This is an optimization exercise on Yosys and OpenROAD, whose aim is small area, not a production implementation.
In this exercise RTL edits were held to simulation tests only and were not proved equivalent to the original.
The clock port is modelled as an ideal driver, which makes a skipped or thinned clock tree look cheaper than it is; a real chip needs a root buffer or a tree.
Power is estimated from default activity; no workload was simulated.

`config.mk`:
```
export PLATFORM = sky130hd
export DESIGN_NAME = calculator
export DESIGN_NICKNAME = calculator
export VERILOG_FILES = /design/flow/design.v
export SDC_FILE = /design/flow/constraint.sdc
export NUM_CORES = 4
export LEC_CHECK = 0
export ABC_AREA = 1
export CAP_MARGIN = 20
export CORE_AREA = 2.3 2.72 61.64 61.2
export DIE_AREA = 0 0 64 64
export SLEW_MARGIN = 20
```
`constraint.sdc`:
```
create_clock -name core_clock -period 12.0 [get_ports {clk}]
set_input_delay 2.4000 -clock core_clock [delete_from_list [all_inputs] [get_ports {clk}]]
set_output_delay 2.4000 -clock core_clock [all_outputs]
set_load 0.01 [all_outputs]
```
`design.v`:
```
module calculator (
  input         clk,
  input         res,
  input  [0:15] keys,
  output [7:0]  data_lcd,
  output        send_lcd
);
reg [3:0] k;
integer j;
always @* begin
  k = 4'd0;
  for (j = 0; j < 16; j = j + 1)
    if (keys[j]) k = j;
end
wire any   = |keys;
wire digit = any & (k < 4'd10);
reg  [7:0] L;
reg  [6:0] D;
reg  [7:0] H;
reg  [2:0] op;      
reg  [1:0] c;       
reg        prev, run;
reg  [4:0] s;
wire op_none = (op == 3'b000);
wire is_addsub = op[2];
wire is_sub = op[2] & op[0];
wire is_mul = op[1] & ~op[0];
wire is_div = op[1] & op[0];
wire c11 = c[1] & c[0];
wire start = any & ~prev;
wire opkey = any & ~digit & ~(k[3:2] == 2'b11 & ~k[0]);   
wire eqkey = any & (k == 4'd14);
wire clrkey = any & (k == 4'd12);
wire take  = start & digit & ~c[1];
wire mov   = start & opkey & op_none;
wire eq   = run & ~c11 & (eqkey | s[4] | s[3] | s[2] | (s[1] & s[0]));
wire mv   = run & c11;                
wire dg   = run & ~c11 & ~eq;         
wire p0 = eq & (s[4:3] == 2'd0);
wire p1 = run & (s[4:3] == 2'd1);
wire p2 = run & (s[4:3] == 2'd2);
wire p3 = run & (s[4:3] == 2'd3);
wire last0 = p0 & (s[2:0] == 3'd7);
wire fin = (run & (s == 5'd31)) | (mv & (s[2:0] == 3'd7)) | (dg & s[1]);
wire mulm = p0 & is_mul;
wire divm = p0 & is_div;
wire hin = ((p0 & ~op_none & ~is_mul) | p2) & L[7];
wire [7:0] Hs = {H[6:0], hin};
wire gD  = (take & c[0]) | (dg & s[0] & c[1]) | mov |
           (last0 & ~op[1]) | (mulm & L[7]) | divm;
wire inv = (last0 & is_sub) | (divm & ~H[7]);
wire c0 = H[3] | (H[2] & (H[1] | H[0]));
wire c1 = H[7] | (H[6] & (H[5] | H[4]));
wire [7:0] Y = ({1'b0, {7{gD}} & D} ^ {8{inv}}) |
               ({8{p2}} & {1'b0, c1, c1, 2'b00, c0, c0, 1'b0}) |
               ({8{dg & s[1] & digit}} & {4'd0, k});
wire [8:0] cy;
wire [7:0] S;
assign cy[0] = inv;
genvar gi;
generate
  for (gi = 0; gi < 8; gi = gi + 1) begin : g_add
    assign S[gi] = Hs[gi] ^ Y[gi] ^ cy[gi];
    assign cy[gi+1] = (Hs[gi] & Y[gi]) | (cy[gi] & (Hs[gi] ^ Y[gi]));
  end
endgenerate
wire lin = (p1 | mv) ? H[7] : ~S[7];
wire lsh = p0 | (p1 & ~is_div) | p2 | mv;
always @(posedge clk) begin
  prev <= any;
  H <= S;
  if (lsh) L <= {L[6:0], lin};
  if (start) s <= 5'd0;
  else s <= s + 5'd1;
  if (~res) begin
    D <= 7'd0; op <= 3'd0; c <= 2'd0;
    run <= 1'b0;
  end else begin
    if (fin & ~(dg & opkey)) D <= S[6:0];
    if (take) c <= {c[0], ~c[0]};
    if (start & opkey) begin
      c <= {op_none, op_none};
      op <= {~k[2], k[2], k[1] & k[0]};   
    end
    if (start & clrkey) begin
      op <= 3'd0; c <= 2'd0;
    end
    if (start & ~(digit & c[1])) run <= 1'b1;
    if (fin) begin
      run <= 1'b0;
      if (~dg) c <= 2'd0;
      if (s[4]) op <= 3'd0;
    end
  end
end
reg [7:0] echo;
always @* begin
  case (k)
    4'd10: echo = 8'h2B;
    4'd11: echo = 8'h2D;
    4'd12: echo = s[1] ? 8'h6A : s[0] ? 8'h5B : 8'h1B;
    4'd13: echo = 8'h2A;
    4'd14: echo = 8'h3D;
    4'd15: echo = 8'h2F;
    default: echo = {4'h3, k};
  endcase
end
assign send_lcd = (run & (s == 5'd0)) | (run & clrkey) | (p3 & (s[1:0] == 2'd0));
assign data_lcd = s[4] ? {4'h3, H[7:4]} : echo;    
endmodule
```
`flow/run.sh`:
```
#!/bin/bash
# The standard layout with three changes:
#  - synthesis: the standard synthesis (standard.sh synth), but with an
#    area-oriented ABC script and without the adder-cell extraction, so that
#    ABC maps all of the combinational logic. The registers are the ones the
#    standard synthesis makes. ABC's deepsyn is randomized, so the synthesis
#    runs for each of two scripts (flow/abc_a.script, flow/abc_b.script) with
#    eight seeds, four runs at a time (each in try_<script>_<seed>/, with its
#    own log), and the smallest netlist is laid out. If all fail, a plain area
#    script, then the unchanged standard synthesis, is used.
#  - ports: buffered with the smallest buffer, buf_1.
#  - clock tree: CTS builds it from clkbuf_4 buffers without dummy load cells;
#    then flow/onebuf.tcl (POST_CTS_TCL) collapses it into its root buffer,
#    sized to clkbuf_16 and moved to the centre of the flip-flops, which drives
#    every flip-flop's clock pin (the clock port feeds only that buffer).
set -uo pipefail
here=$PWD
RUNS=""
for sd in 1 2 3 4 5 6 7 8; do RUNS="$RUNS a_$sd b_$sd"; done
best=""
bestarea=""
n=0
for r in $RUNS; do
  scr=${r%_*}; sd=${r#*_}; t="try_$r"
  rm -rf "$t"; mkdir -p "$t"
  cp -r "$FLOW_HOME/scripts" "$t/scripts"
  sed "s/@SEED@/$sd/" "flow/abc_$scr.script" > "$t/scripts/abc_area.script"
  sed "s#WORK_HOME=[^ ]*#WORK_HOME=$here/$t/orfs#" standard.sh > "$t/standard.sh"
  ( bash "$t/standard.sh" synth SCRIPTS_DIR="$here/$t/scripts" ADDER_MAP_FILE= > "$t/synth.log" 2>&1; echo $? > "$t/rc" ) &
  n=$((n + 1))
  if (( n % 4 == 0 )); then wait; fi
done
wait
for r in $RUNS; do
  t="try_$r"
  stat="$t/orfs/reports/$FLOW_PLATFORM/calculator/base/synth_stat.txt"
  if [[ "$(cat $t/rc)" == 0 && -f "$stat" ]]; then
    a=$(grep "Chip area for module" "$stat" | tail -1 | awk '{print $NF}')
    echo "$r: area $a" >> synth_choice.log
    if [[ -z "$best" ]] || awk -v a="$a" -v b="$bestarea" 'BEGIN{exit !(a < b)}'; then best=$r; bestarea=$a; fi
  else
    echo "$r: failed" >> synth_choice.log
  fi
done
rm -rf orfs
if [[ -n "$best" ]]; then
  echo "chosen: $best ($bestarea)" >> synth_choice.log
  mv "try_$best/orfs" orfs
else
  rm -rf scripts_area; cp -r "$FLOW_HOME/scripts" scripts_area
  cp flow/abc_fallback.script scripts_area/abc_area.script
  if ! bash standard.sh synth SCRIPTS_DIR="$here/scripts_area" ADDER_MAP_FILE= > synth_fallback.log 2>&1; then
    rm -rf orfs
    bash standard.sh synth > synth_standard.log 2>&1
  fi
fi
set -e
bash standard.sh finish BUFFER_PORTS_ARGS="-buffer_cell sky130_fd_sc_hd__buf_1" \
  CTS_ARGS="-sink_clustering_enable -repair_clock_nets -buf_list sky130_fd_sc_hd__clkbuf_4 -dont_use_dummy_load" \
  POST_CTS_TCL="$here/flow/onebuf.tcl" ONEBUF_CELL=sky130_fd_sc_hd__clkbuf_16 > layout.log 2>&1
```
`flow/abc_a.script`:
```
&get -n
&st
&deepsyn -J 500 -T 300 -S @SEED@
&dch -f
&nf -a -R 1000
&put
topo
dnsize -c
```
`flow/abc_b.script`:
```
&get -n
&st
&deepsyn -J 500 -T 300 -S @SEED@
&dch -f
&nf -a -R 1000
&st
&dch -f
&nf -a -R 1000
&put
topo
dnsize -c
```
`flow/abc_fallback.script`:
```
&get -n
&st
&syn2
&dch -f
&nf -a -R 1000
&put
topo
dnsize -c
```
`flow/onebuf.tcl`:
```
# Collapse the clock tree CTS built into its root buffer alone: every sink of the
# leaf buffers moves to the root buffer's output, and the leaf buffers go.
set db [ord::get_db]
set block [ord::get_db_block]
set clkport_net [$block findNet clk]
set root ""
foreach it [$clkport_net getITerms] { if {[$it isInputSignal]} { set root [$it getInst] } }
set rootout [[$root findITerm X] getNet]
set leaves {}
foreach it [$rootout getITerms] {
  if {[$it isInputSignal] && [string match "*clkbuf*" [[[$it getInst] getMaster] getName]]} { lappend leaves [$it getInst] }
}
foreach leaf $leaves {
  set lnet [[$leaf findITerm X] getNet]
  set sinks {}
  foreach it [$lnet getITerms] { if {[$it isInputSignal]} { lappend sinks $it } }
  foreach it $sinks { $it disconnect; $it connect $rootout }
  [$leaf findITerm A] disconnect
  [$leaf findITerm X] disconnect
  odb::dbInst_destroy $leaf
  odb::dbNet_destroy $lnet
}
$root swapMaster [$db findMaster $::env(ONEBUF_CELL)]
puts "ONEBUF: removed [llength $leaves] leaf buffers, root [$root getName] is $::env(ONEBUF_CELL)"
# put the buffer at the centre of its sinks; detailed placement legalizes it
set sx 0; set sy 0; set n 0
foreach it [$rootout getITerms] {
  if {[$it isInputSignal]} { set b [[$it getInst] getBBox]; set sx [expr {$sx + ([$b xMin]+[$b xMax])/2}]; set sy [expr {$sy + ([$b yMin]+[$b yMax])/2}]; incr n }
}
$root setLocation [expr {$sx / $n}] [expr {$sy / $n}]
$root setPlacementStatus PLACED
detailed_placement
```
`standard.sh`:
```
#!/bin/bash
# synth_recipe.tcl (not shown) runs the flow's synth.tcl, then flattens the netlist and writes it again
# the make line also repeats each setting of config.mk as NAME=value (left out here)
make -C /OpenROAD-flow-scripts/flow DESIGN_CONFIG=/design/flow/config.mk WORK_HOME=/design/flow/orfs CLKGATE_MAP_FILE= SYNTH_SCRIPT=/design/flow/synth_recipe.tcl "${@:-finish}"
```
==> summary.md, run 1 <==
| Metric | Value |
|---|---|
| Outcome | `no timing/DRC/antenna violations` |
| P&R area growth vs syn | `9.480%` |
| Pins Over Slew Limit | `0` |
| Register area share after synthesis | `43.82%` |
| Reg area | `780.7 um^2` |
| Netlist cell types | `roughly 40` |
| Worst-path fanout max | `6` |
| Finished Cell Area | `1951 um^2` |
| RD Place Congestion | `roughly 0.92` |
| Fillcell total | `roughly 340` |
| Synth Area per Inst | `8.777 um^2` |
| Fmax | `between 100 and 150 MHz` |
| CP dominant cell by count | `maj3_1` |
| Core ar. | `3390 um^2` |
| DRC | `0` |
| Post-route minimum period | `7.814 ns` |
| I/O Buffers | `25` |
| Overflow left after global routing | `0` |
| Full die area | `around 4100 um^2` |
| Placement Cell Area | `1926 um^2` |
| Vias per cell | `around 6` |
| Initial Utilization | `between 50% and 60%` |
| Wire length per cell | `approximately 15 um` |
| Post-Synth Adder-Cell Area | `under 10%` |
| Post-Syn Instances | `203` |
| Final core utilization | `about 58%` |
| ANT nets after route | `0` |
| Leakage | `roughly 0.65 nW` |
| Layout Skew | `0.003593 ns` |
| Worst slew margin relative to its limit | `between 50% and 60%` |
| Fraction of layout cells with a size suffix above 1 | `less than 1%` |
| Worst path slowest cell | `a2111oi_0` |
| Die height | `about 64 um` |
| Simple-gate area share of the yosys netlist | `21.00%` |
| Detailed-route via count | `between 1500 and 2000` |
| Largest net degree at the start of global routing | `36` |
| Setup TNS | `0 ns` |
| Nets | `~250` |
| DR pass1 iterations | `8` |
| Crit-path cells | `buf_1 -> nor2_1 -> a211oi_1 -> nand2_1 -> nor3_1 -> and4_1 -> nor4_1 -> a21oi_1 -> a31oi_1 -> a2111oi_0 -> xnor2_1 -> nand2_1 -> o21ai_0 -> maj3_1 -> maj3_1 -> maj3_1 -> maj3_1 -> maj3_1 -> xnor2_1 -> a21oi_1` |
| Vias in the first global route | `roughly 1500` |
| Worst-margin pin slew | `0.7290 ns` |
| Largest family of logic cells by synthesized area | `simple AND/OR/NAND/NOR gates` |
| GRT Total Usage | `22.70%` |
| Io pins | `27` |
| Xor-xnor portion of the synthesized cell area | `approximately 8.7%` |
| Delay-heaviest family, CP | `adder cells` |
| HP Class | `flop to flop` |
| Clk latency of the worst-skew pair | `roughly 0.18 ns` |
| Final setup fails | `0` |
| Iteration-0 DRC Markers | `218` |
| Fin cells | `around 270` |
| HPWL Detailed | `3206 um` |
| First-pass GRT wire length | `approximately 6700 um` |
| CTS sink count | `35` |
| Area of the multi-input gates | `roughly 960 um^2` |
| CP endpoint kind | `flop` |
| Maximum vdd ir drop | `between 80 and 90 uV` |
| Initial antenna violation count | `0` |
| Crit path buf inv count | `1` |
| Max-cap violations | `0` |
| Final wirelength | `4123 um` |
| Worst Path Required | `roughly 12 ns` |
| Final hold vios | `0` |
| Compound-Gate Fraction of Synth Area | `19.31%` |
| Clk slew on worst S/H paths | `about 0.12 ns` |
| CP peak stage delay | `0.65 ns` |
| Die W | `64 um` |
| Critical path launch point type | `primary input` |
| RSZ-0062 raised after global routing | `false` |
| Crit path DAT | `around 7.8 ns` |
| FF+latch count, synth | `35` |
| Synth warn | `1` |
| Ant. Diodes | `0` |
| Mux contribution to synthesized area | `1.826%` |
| Pwr Density | `between 100 and 150 nW/um^2` |
| Synth Cell Area | `about 1800 um^2` |
| Cells after DPL | `~270` |
| Part of the cycle the worst path needs | `around two thirds` |
| Crit Path Category | `primary input to flop` |
| Syn nets | `221` |
| # rows | `21` |
worst reg2reg max path: cells and delay by family, from the launching register on:
kind | cells | cell delay (ns)
adders and majority gates | 5 | 2.00
AOI/OAI and AO/OA | 6 | 1.56
DFF | 1 | 0.52
buffers and inverters | 2 | 0.51
and+or+nand+nor | 3 | 0.49
xor gates and xnor gates | 2 | 0.41
per-stage QoR:
step                setup slack [ns]  hold WS, ns  total power, W
detailed placement             4.030       0.4086       0.0001725
floorplan                      4.781       0.4003       0.0001569
global placement               4.287       0.4184       0.0001727
global route                   3.652       0.4448       0.0002248
finish                         4.186       0.4373       0.0002153
Yosys cell counts:
cell type   n  share of area, %
clkinv_1    9               1.9
nor2b_1     1              0.35
nor3b_1     1              0.42
or2_0       1              0.35
a211oi_1    1              0.42
nand2_1    23               4.8
mux2i_1     1              0.56
a22oi_1     1              0.42
conb_1      1              0.21
nor3_1      8               2.2
o221ai_1    3               1.5
a2111o_1    1              0.63
nand4_1     1              0.35
a21boi_0    2              0.84
a32oi_1     1              0.49
o211ai_1    2              0.84
a221oi_1    2              0.98
a31oi_1     2              0.70
nor2_1     26               5.5
a21oi_1    14               3.9
xor3_1      1               1.3
and4_1      1              0.49
and2_0      4               1.4
a22o_1      7               3.4
or3_1       1              0.35
nor4_1      3               1.1
nand3_1     5               1.4
dfxtp_1    27                30
o21ai_0    12               3.4
nand4b_1    1              0.49
maj3_1      5               2.8
a2111oi_0   1              0.49
mux2_1      2               1.3
xor2_1      2              0.98
o31ai_1     2              0.84
edfxtp_1    8                13
and3_1      2              0.70
xnor2_1    13               6.4
o21a_1      1              0.42
nand2b_1    3               1.1
buf_4       1              0.42
cell usage in the layout, fill, tap and decap left out, drive strengths merged, types with 2 or more instances in the layout:
master	count
xnor2	13
xor2	2
maj3	5
and3	2
a31oi	2
o211ai	2
and2	4
dfxtp	27
o21ai	12
a21boi	2
o31ai	2
nor4	3
buf	25
a22o	7
nand3	5
a21oi	14
a221oi	2
o221ai	3
nor2	26
nand2b	3
nor3	8
mux2	2
nand2	23
edfxtp	8
clkinv	9
worst paths after layout:
kind | cells past startpoint | slack (ns) | from | to
max reg2reg | 18 | 6.28 | s[4]$_SDFF_PP0_ | L[0]$_DFFE_PP_
min | 0 | 0.44 | L[0]$_DFFE_PP_ | L[1]$_DFFE_PP_
min reg2reg | 0 | 0.44 | L[0]$_DFFE_PP_ | L[1]$_DFFE_PP_
max | 20 | 4.19 | keys[12] | L[0]$_DFFE_PP_
where the power goes:
part           internal [W]   total, W  leakage (nW)  switching [W]
combinational     0.0000138  0.0000378         0.355      0.0000241
clock             0.0000157  0.0000447        0.0123      0.0000291
sequential         0.000124   0.000133         0.287     0.00000856
total              0.000154   0.000215         0.655      0.0000617
registers in the layout, indices dropped and copies added, names as in the netlist:
register,count
H,8
s,5
c,2
prev,1
run,1
L,8
op,3
D,7
area by class of cell:
type | count | share of cell area, %
clock buffer | 1 | 1.283
multi-input combinational | 158 | 49.20
timing repair buffer | 25 | 4.811
inverter | 9 | 1.732
sequential | 35 | 40.03
tap | 46 | 2.951
routing by layer:
layer  GRT usage, %  share of wire (%)  up-vias
met3          4.577                8.1       12
met5              0                  0        -
met2          36.59                 46       85
met1          31.88                 45      756
li1               -                  -      787
met4          3.804                1.4        0
kinds of logic (layout without fill, tap and decap cells):
group,after synthesis,after routing
AOI/OAI and AO/OA,52,52
buffers and inverters,10,35
xor gates and xnor gates,16,16
other,1,1
muxes,3,3
and+or+nand+nor,81,81
DFF,35,35
adders and majority gates,5,5
==> inputs of run 2 (changes only) <==
--- a/flow/run.sh
+++ b/flow/run.sh
@@ -9,10 +9,7 @@
 #    own log), and the smallest netlist is laid out. If all fail, a plain area
 #    script, then the unchanged standard synthesis, is used.
 #  - ports: buffered with the smallest buffer, buf_1.
-#  - clock tree: CTS builds it from clkbuf_4 buffers without dummy load cells;
-#    then flow/onebuf.tcl (POST_CTS_TCL) collapses it into its root buffer,
-#    sized to clkbuf_16 and moved to the centre of the flip-flops, which drives
-#    every flip-flop's clock pin (the clock port feeds only that buffer).
+#  - clock tree: clkbuf_4 buffers, without dummy load cells.
 set -uo pipefail
 here=$PWD
 RUNS=""
@@ -56,5 +53,4 @@
 fi
 set -e
 bash standard.sh finish BUFFER_PORTS_ARGS="-buffer_cell sky130_fd_sc_hd__buf_1" \
-  CTS_ARGS="-sink_clustering_enable -repair_clock_nets -buf_list sky130_fd_sc_hd__clkbuf_4 -dont_use_dummy_load" \
-  POST_CTS_TCL="$here/flow/onebuf.tcl" ONEBUF_CELL=sky130_fd_sc_hd__clkbuf_16 > layout.log 2>&1
+  CTS_ARGS="-sink_clustering_enable -repair_clock_nets -buf_list sky130_fd_sc_hd__clkbuf_4 -dont_use_dummy_load" > layout.log 2>&1
removed: flow/onebuf.tcl
==> summary.md, run 2 <==
| Metric | Value |
|---|---|
| Register area share after synthesis | `43.82% (unchanged)` |
| Largest net degree at the start of global routing | `13 (was 36)` |
| Synth Cell Area | `1782 um^2 (unchanged)` |
| Fmax | `131.1 MHz (was 128.0 MHz)` |
| Full die area | `4096 um^2 (unchanged)` |
| Iteration-0 DRC Markers | `117 (was 218)` |
| Nets | `252 (was 248)` |
| Hold Buf Count CTS | `0` |
| Regs by FF count | `H (8), L (8), D (7) (unchanged)` |
| Vias per cell | `5.770 (was 5.985)` |
| Most common library cells after synthesis | `27 x dfxtp_1, 26 x nor2_1, 23 x nand2_1 (unchanged)` |
| Fillcell total | `337 (was 339)` |
| Wire length per cell | `14.92 um (was 15.05 um)` |
| Part of the cycle the worst path needs | `63.58% (was 65.12%)` |
| Synth warn | `1 (unchanged)` |
| Netlist cell types | `41 (unchanged)` |
| Finished Cell Area | `1963 um^2 (was 1951 um^2)` |
| Detailed-route via count | `1604 (was 1640)` |
| Root buf cell | `clkbuf_4` |
| Worst-margin pin slew | `0.8091 ns (was 0.7290 ns)` |
| RD Place Congestion | `0.9157 (unchanged)` |
| Post-route minimum period | `7.630 ns (was 7.814 ns)` |
| Post-cts repair resize count | `0` |
| Delay-heaviest family, CP | `adder cells (unchanged)` |
| ANT nets after route | `0 (unchanged)` |
| Final hold vios | `0 (unchanged)` |
| Commonest cells after routing, fill and taps aside | `27 x dfxtp_1, 26 x nor2_1, 25 x buf_1, 23 x nand2_1, 14 x a21oi_1 (unchanged)` |
| HP Class | `flop to flop (unchanged)` |
| Clk network pwr share | `24.2% (was 20.8%)` |
| Worst Path Required | `12.09 ns (was 11.94 ns)` |
| P&R area growth vs syn | `10.18% (was 9.480%)` |
| Final setup fails | `0 (unchanged)` |
| Post-synth EDFFs | `8 (unchanged)` |
| Critical path launch point type | `primary input (unchanged)` |
| Initial Utilization | `52.57% (unchanged)` |
| Io pins | `27 (unchanged)` |
| Top-count cell post-synth | `dfxtp_1 (unchanged)` |
| CTS Buf Count | `5` |
| Core ar. | `3390 um^2 (unchanged)` |
| Die W | `64 um (unchanged)` |
| Yosys top cell area share | `30.34% (unchanged)` |
| Max-cap violations | `0 (unchanged)` |
| CP dominant cell by count | `maj3_1 (unchanged)` |
| Outcome | `no timing/DRC/antenna violations (unchanged)` |
| Htree depth | `2` |
| CTS tree | `done` |
| Clk slew on worst S/H paths | `0.11 ns (was 0.12 ns)` |
| Synth Area per Inst | `8.777 um^2 (unchanged)` |
| Worst slew margin relative to its limit | `46.06% (was 51.40%)` |
| Leakage | `0.6656 nW (was 0.6549 nW)` |
| GRT Total Usage | `21.27% (was 22.70%)` |
| NetSw | `0.00006728 W (was 0.00006169 W)` |
| Worst path slowest cell | `a2111oi_0 (unchanged)` |
| Top FF cell, synth | `dfxtp_1 (unchanged)` |
| Ys async rst share | `0% (unchanged)` |
| Die height | `64 um (unchanged)` |
| Crit path buf inv count | `1 (unchanged)` |
| Crit Path Category | `primary input to flop (unchanged)` |
| Crit path DAT | `7.72 ns (was 7.75 ns)` |
| I/O Buffers | `25 (unchanged)` |
| DR pass1 iterations | `4 (was 8)` |
| FF+latch count, synth | `35 (unchanged)` |
| Clock Tree Buf Depth | `2` |
| Most common cell after layout, fill and taps aside | `dfxtp_1 (unchanged)` |
| CP peak stage delay | `0.65 ns (about the same)` |
| Overflow left after global routing | `0 (unchanged)` |
| Combinational share of power | `16.8% (was 17.6%)` |
| Maximum vdd ir drop | `62.76 uV (was 84.29 uV)` |
| First-pass GRT wire length | `6789 um (was 6651 um)` |
| Syn nets | `221 (unchanged)` |
| Layout Skew | `0.01499 ns (was 0.003593 ns)` |
| Placement Cell Area | `1926 um^2 (unchanged)` |
| # rows | `21 (unchanged)` |
| Final wirelength | `4148 um (was 4123 um)` |
| Crit-path cells | `buf_1 -> nor2_1 -> a211oi_1 -> nand2_1 -> nor3_1 -> and4_1 -> nor4_1 -> a21oi_1 -> a31oi_1 -> a2111oi_0 -> xnor2_1 -> nand2_1 -> o21ai_0 -> maj3_1 -> maj3_1 -> maj3_1 -> maj3_1 -> maj3_1 -> xnor2_1 -> a21oi_1 (unchanged)` |
| Pins Over Slew Limit | `0 (unchanged)` |
| Setup TNS | `0 ns (unchanged)` |
| DRC | `0 (unchanged)` |
| HPWL Detailed | `3206 um (unchanged)` |
| Worst-path fanout max | `6 (unchanged)` |
| Vias in the first global route | `1470 (was 1479)` |
| Clk latency of the worst-skew pair | `0.33 ns (was 0.18 ns)` |
| Setup repair bufs after CTS | `0` |
| Fraction of layout cells with a size suffix above 1 | `2.155% (was 0.4386%)` |
| Seq pwr share | `59.0% (was 61.6%)` |
| Ant. Diodes | `0 (unchanged)` |
| Cell taking the most area after synthesis | `dfxtp_1 (unchanged)` |
| Initial antenna violation count | `0 (unchanged)` |
| CP endpoint kind | `flop (unchanged)` |
| CTS sink count | `35 (unchanged)` |
| RSZ-0062 raised after global routing | `false (unchanged)` |
| Post-Syn Instances | `203 (unchanged)` |
| Area contributors post-synth | `dfxtp_1 30%, edfxtp_1 13%, xnor2_1 6.4%, nor2_1 5.5%, nand2_1 4.8% (unchanged)` |
| Switch share | `29.94% (was 28.65%)` |
| Design internal power | `0.0001574 W (was 0.0001536 W)` |
| Pwr Density | `114.5 nW/um^2 (was 110.4 nW/um^2)` |
==> run 2: through the flow <==
step	total power [W]	hold slack (ns)	std cells	utilization (%)	worst slack, ns
floorplan	0.0001569	0.4003	203	-	4.781
global placement	0.0001727	0.4184	273	56.81	4.287
detailed placement	0.0001725	0.4086	273	56.81	4.030
CTS	0.0002265	0.4381	278	57.92	4.391
global route	0.0002382	0.4433	278	57.92	3.835
finish	0.0002247	0.4339	278	57.92	4.370
==> run 2: power groups by stage <==
stage               Combinational, W  Sequential [W]   Clock, W
floorplan                  0.0000247        0.000132          0
global placement           0.0000380        0.000135          0
detailed placement         0.0000378        0.000135          0
CTS                        0.0000379        0.000132  0.0000562
global route               0.0000420        0.000133  0.0000628
finish                     0.0000377        0.000133  0.0000543
==> run 2: path summary, 6_finish.rpt <==
kind                                 startpoint              to  slack, ns  cells after the start
worst min-delay path             L[0]$_DFFE_PP_  L[1]$_DFFE_PP_       0.43                      0
worst max register to register  s[4]$_SDFF_PP0_  L[0]$_DFFE_PP_       6.35                     18
worst max-delay path                   keys[12]  L[0]$_DFFE_PP_       4.37                     20
worst min register to register   L[0]$_DFFE_PP_  L[1]$_DFFE_PP_       0.43                      0
==> run 2: cell families after synthesis <==
family | count (synthesis) | synth area share, %
xor+xnor | 16 | 8.708
simple gates | 81 | 21.00
compound gates | 52 | 19.31
buf+inv | 10 | 2.317
fa+ha+maj | 5 | 2.809
flops | 35 | 43.82
other cells | 1 | 0.2105
mux | 3 | 1.826
==> run 2: layout make-up <==
cell class / count / area, um^2 / area share [%]
multi-input cells: 158 / 959.7 / 48.88
flip-flops and latches: 35 / 780.7 / 39.77
repair buffers: 25 / 93.84 / 4.780
well taps: 46 / 57.56 / 2.932
clock buffers: 5 / 37.54 / 1.912
inverters: 9 / 33.78 / 1.721
==> run 2: worst reg2reg max path: cells and delay by family, from the launching register on <==
kind,cells,cell delay (ns)
simple gates,3,0.49
compound gates,6,1.52
flops,1,0.50
fa+ha+maj,5,1.99
xor+xnor,2,0.40
buf+inv,2,0.50
==> run 2: metal layers <==
layer / share of wire, % / global-route usage [%]
met5: 0 / 0
met1: 49 / 28.19
met4: 0.24 / 5.435
met2: 46 / 33.59
met3: 4.7 / 6.690

static timing again, ports no longer ideal:
Ports are ideal in the flow. The routed layouts listed here were re-timed in OpenROAD.
Step 1 sets driving cells, clkbuf_16 on the clock port and buf_2 on the other inputs (assumed; they add their load-dependent delay and slew).
Step 2 also shifts input and output timing later by t, the mid clock arrival at the registers, as if the neighbouring blocks saw the same clock.
a / b / c = ideal / step 1 / step 2; a / b = the first two.
run	t (ns)	setup slack, ns	latest minus earliest clock arrival (ns)	pins driven straight from the clock port
run 1	0.209	4.186 / 4.195 / 3.986	0.004 / 0.004	1
run 2	0.345	4.370 / 4.371 / 4.027	0.015 / 0.015	1
After both steps every run listed still meets setup and hold. For run 2, which loses most, drivers alone change the setup slack by +0.001 ns; drivers and shift together by -0.343 ns.
